What follows belongs to an exercise in optimizing a design on an open flow for small area; a production flow would make more cautious choices.
The RTL was checked by simulation tests, not by an equivalence proof against the original design.
No activity file was given, so power comes from the tool's default toggle rates.

==> flow/design.v <==
module sha2in(
  input clk,rst_b,lst_pkt,
  input [63:0] pkt,
  output [511:0] blk,
  output blk_val,msg_end
);
  localparam DATA=2'd0, PAD=2'd1, ZERO=2'd2, STOP=2'd3;
  reg [1:0] st;
  reg [2:0] idx;       
  reg [15:0] n;        
  reg bv;
  reg [511:0] sr;
  wire data = (st == DATA);
  wire mgln = (st == ZERO) & (&idx);
  wire [63:0] w = data ? pkt : {st == PAD, 41'b0, mgln ? n : 16'b0, 6'b0};
  always @(posedge clk)
    sr <= {sr[447:0], w};
  assign blk = sr;
  always @(posedge clk or negedge rst_b)
    if (!rst_b) begin
      st <= DATA;
      idx <= 3'd0;
      n <= 16'd0;
      bv <= 1'b0;
    end else begin
      idx <= idx + 3'd1;
      if (data) n <= n + 16'd1;
      bv <= (&idx) & (st != STOP);
      case (st)
        DATA: if (lst_pkt) st <= PAD;
        PAD:  st <= ZERO;
        ZERO: if (&idx) st <= STOP;
        default: ;
      endcase
    end
  assign blk_val = bv;
  assign msg_end = bv & (st == STOP);
endmodule
Settings: LEC_CHECK=0, CAP_MARGIN=20, CORE_MARGIN=2, CORE_UTILIZATION=40, CTS_BUF_LIST=sky130_fd_sc_hd__clkbuf_8, CTS_CLUSTER_DIAMETER=50, CTS_CLUSTER_SIZE=20, SLEW_MARGIN=20; clock period 4.0 ns.
standard.sh (not shown) runs the stock make flow with config.mk's settings and CLKGATE_MAP_FILE= SYNTH_SCRIPT=/design/flow/synth_recipe.tcl, a recipe that flattens the netlist after the stock synthesis.
==> flow/flow/run.sh <==
#!/bin/bash
# Standard layout, with the port buffers made from the smallest buffer cell
# (buf_1) instead of the one buffer_ports picks by default.
set -euo pipefail
export BUFFER_PORTS_ARGS="-buffer_cell sky130_fd_sc_hd__buf_1"
bash standard.sh > standard.log 2>&1
Then changed:
==> flow/run.sh (new file) <==
#!/bin/bash
# synth_recipe.tcl (not shown) runs the flow's synth.tcl, then flattens the netlist and writes it again
# the make line also repeats each setting of config.mk as NAME=value (left out here)
make -C /OpenROAD-flow-scripts/flow DESIGN_CONFIG=/design/flow/config.mk WORK_HOME=/design/flow/orfs CLKGATE_MAP_FILE= SYNTH_SCRIPT=/design/flow/synth_recipe.tcl finish
Settings changed: CORE_UTILIZATION 40 to 70, CTS_BUF_LIST sky130_fd_sc_hd__clkbuf_8 to sky130_fd_sc_hd__clkbuf_4, CTS_CLUSTER_DIAMETER 50 to 60.
removed: flow/flow/run.sh
removed: flow/standard.sh
This time the run ended with an error in I/O pin placement (3_2_place_iop). Area after synthesis is unchanged. Synthesized cell count stays the same.
Then changed:
Settings changed: CORE_UTILIZATION 70 to 40, CTS_BUF_LIST sky130_fd_sc_hd__clkbuf_4 to unset, CTS_CLUSTER_DIAMETER 60 to unset, CTS_CLUSTER_SIZE 20 to unset.
After rerunning:
- The changed run produced a clean layout
- synthesized cell count is unchanged
- synthesized area stays the same
Then changed:
==> flow/flow/run.sh (new file) <==
#!/bin/bash
# Standard layout, with the port buffers made from the smallest buffer cell
# (buf_1) and the clock tree built without dummy loads.
set -euo pipefail
export BUFFER_PORTS_ARGS="-buffer_cell sky130_fd_sc_hd__buf_1"
export CTS_ARGS="-sink_clustering_enable -repair_clock_nets -dont_use_dummy_load -buf_list sky130_fd_sc_hd__clkbuf_4 -sink_clustering_size 12 -sink_clustering_max_diameter 40"
bash standard.sh > standard.log 2>&1
==> flow/standard.sh (new file) <==
#!/bin/bash
# synth_recipe.tcl (not shown) runs the flow's synth.tcl, then flattens the netlist and writes it again
# the make line also repeats each setting of config.mk as NAME=value (left out here)
make -C /OpenROAD-flow-scripts/flow DESIGN_CONFIG=/design/flow/config.mk WORK_HOME=/design/flow/orfs CLKGATE_MAP_FILE= SYNTH_SCRIPT=/design/flow/synth_recipe.tcl "${@:-finish}"
removed: flow/run.sh
Outcome: Total power decreases by about 26%; final area decreases by about 25%; via count decreases by about 1%; routed wire length decreases by about 15%; sequential cell count stays the same; worst setup slack improves by 0.18 ns; sequential power hardly moves; core utilization decreases by 17 points; area after synthesis stays the same.

run 1:
Starts from the design.v that is shown in full above.
Settings: LEC_CHECK=0, ABC_AREA=1, CAP_MARGIN=20, CORE_MARGIN=2, CORE_UTILIZATION=40, SLEW_MARGIN=20; clock period 4.0 ns.
==> flow/flow/run.sh <==
#!/bin/bash
# Standard layout, with the port buffers made from the smallest buffer cell
# (buf_1) and the clock tree built without dummy loads.
set -euo pipefail
export BUFFER_PORTS_ARGS="-buffer_cell sky130_fd_sc_hd__buf_1"
export CTS_ARGS="-sink_clustering_enable -repair_clock_nets -dont_use_dummy_load -buf_list sky130_fd_sc_hd__clkbuf_4 -sink_clustering_size 12 -sink_clustering_max_diameter 40"
bash standard.sh > standard.log 2>&1
For run 2, these inputs were changed with respect to run 1:
- CTS_BUF_LIST newly set to sky130_fd_sc_hd__clkbuf_16
- CTS_CLUSTER_DIAMETER newly set to 60
- ABC_AREA removed (was 1)
- CTS_CLUSTER_SIZE newly set to 30
==> flow/flow/run.sh <==
#!/bin/bash
# Standard layout, with the port buffers made from the smallest buffer cell
# (buf_1) instead of the one buffer_ports picks by default.
set -euo pipefail
export BUFFER_PORTS_ARGS="-buffer_cell sky130_fd_sc_hd__buf_1"
bash standard.sh > standard.log 2>&1
## What came out
Lower initial antenna violation count goes to run 2 over run 1.
Run 2: fraction of standard cell area that is sequential 2.6 points below run 1
The global-route usage in run 2 was higher than what run 1 gave.
Compared to run 1, run 2 has critical path depth 1 lower.
Between run 1 and run 2, the difference in time the worst path needs with I/O delays and setup is negligible.
Compared to run 1, run 2 leaves less free space in the core.
Diff run 2..run 1 | via density per instance | negligible
### run 2 -> run 3
- CTS_CLUSTER_DIAMETER: 60 -> unset
- CTS_BUF_LIST: sky130_fd_sc_hd__clkbuf_16 -> unset
- CTS_CLUSTER_SIZE: 30 -> unset
==> flow/flow/run.sh <==
#!/bin/bash
# Standard layout, with the port buffers made from the smallest buffer cell
# (buf_1) and the clock tree built without dummy loads.
set -euo pipefail
export BUFFER_PORTS_ARGS="-buffer_cell sky130_fd_sc_hd__buf_1"
export CTS_ARGS="-sink_clustering_enable -repair_clock_nets -dont_use_dummy_load -buf_list sky130_fd_sc_hd__clkbuf_8 -sink_clustering_size 20 -sink_clustering_max_diameter 50"
bash standard.sh > standard.log 2>&1
### Flow results
Summary of run 3 over run 2: final cell count fell 21, total wire length after detailed routing has decreased, final instance area down about 4.5%, combinational share of power closely matched the old numbers, later-pin clock latency in the skew report shrank by 0.02 ns.

## static timing again, ports no longer ideal
Ports are ideal in the flow. The routed layouts listed here were re-timed in OpenROAD.
Step 1: set_driving_cell puts a clkbuf_16 on clk and a buf_2 on each other input, an assumption about the parent block.
Step 2, shift: input delay + t, output delay - t, t = (earliest + latest rising clock arrival at the registers) / 2. This alone moves slack from input paths to output paths.
Slacks: ideal ports / drivers / drivers and shift; pairs: ideal ports / drivers.
run	t (ns)	setup slack, ns	latest minus earliest clock arrival (ns)	slew at the worst register clock pin (ns)	cell pins on the clock port's net
the first run of note 1	0.589	1.680 / 1.637 / 2.002	0.033 / 0.033	0.12 / 0.12	1
the third run of note 1	0.597	1.335 / 1.287 / 1.801	0.032 / 0.031	0.06 / 0.06	1
the fourth run of note 1	0.709	1.517 / 1.473 / 1.974	0.088 / 0.087	0.12 / 0.12	1
run 1	0.710	1.657 / 1.609 / 1.826	0.094 / 0.094	0.12 / 0.12	1
run 2	0.615	1.660 / 1.613 / 2.014	0.038 / 0.037	0.11 / 0.11	1
run 3	0.570	1.717 / 1.674 / 2.004	0.076 / 0.076	0.12 / 0.12	1
After both steps every run listed still meets setup and hold.
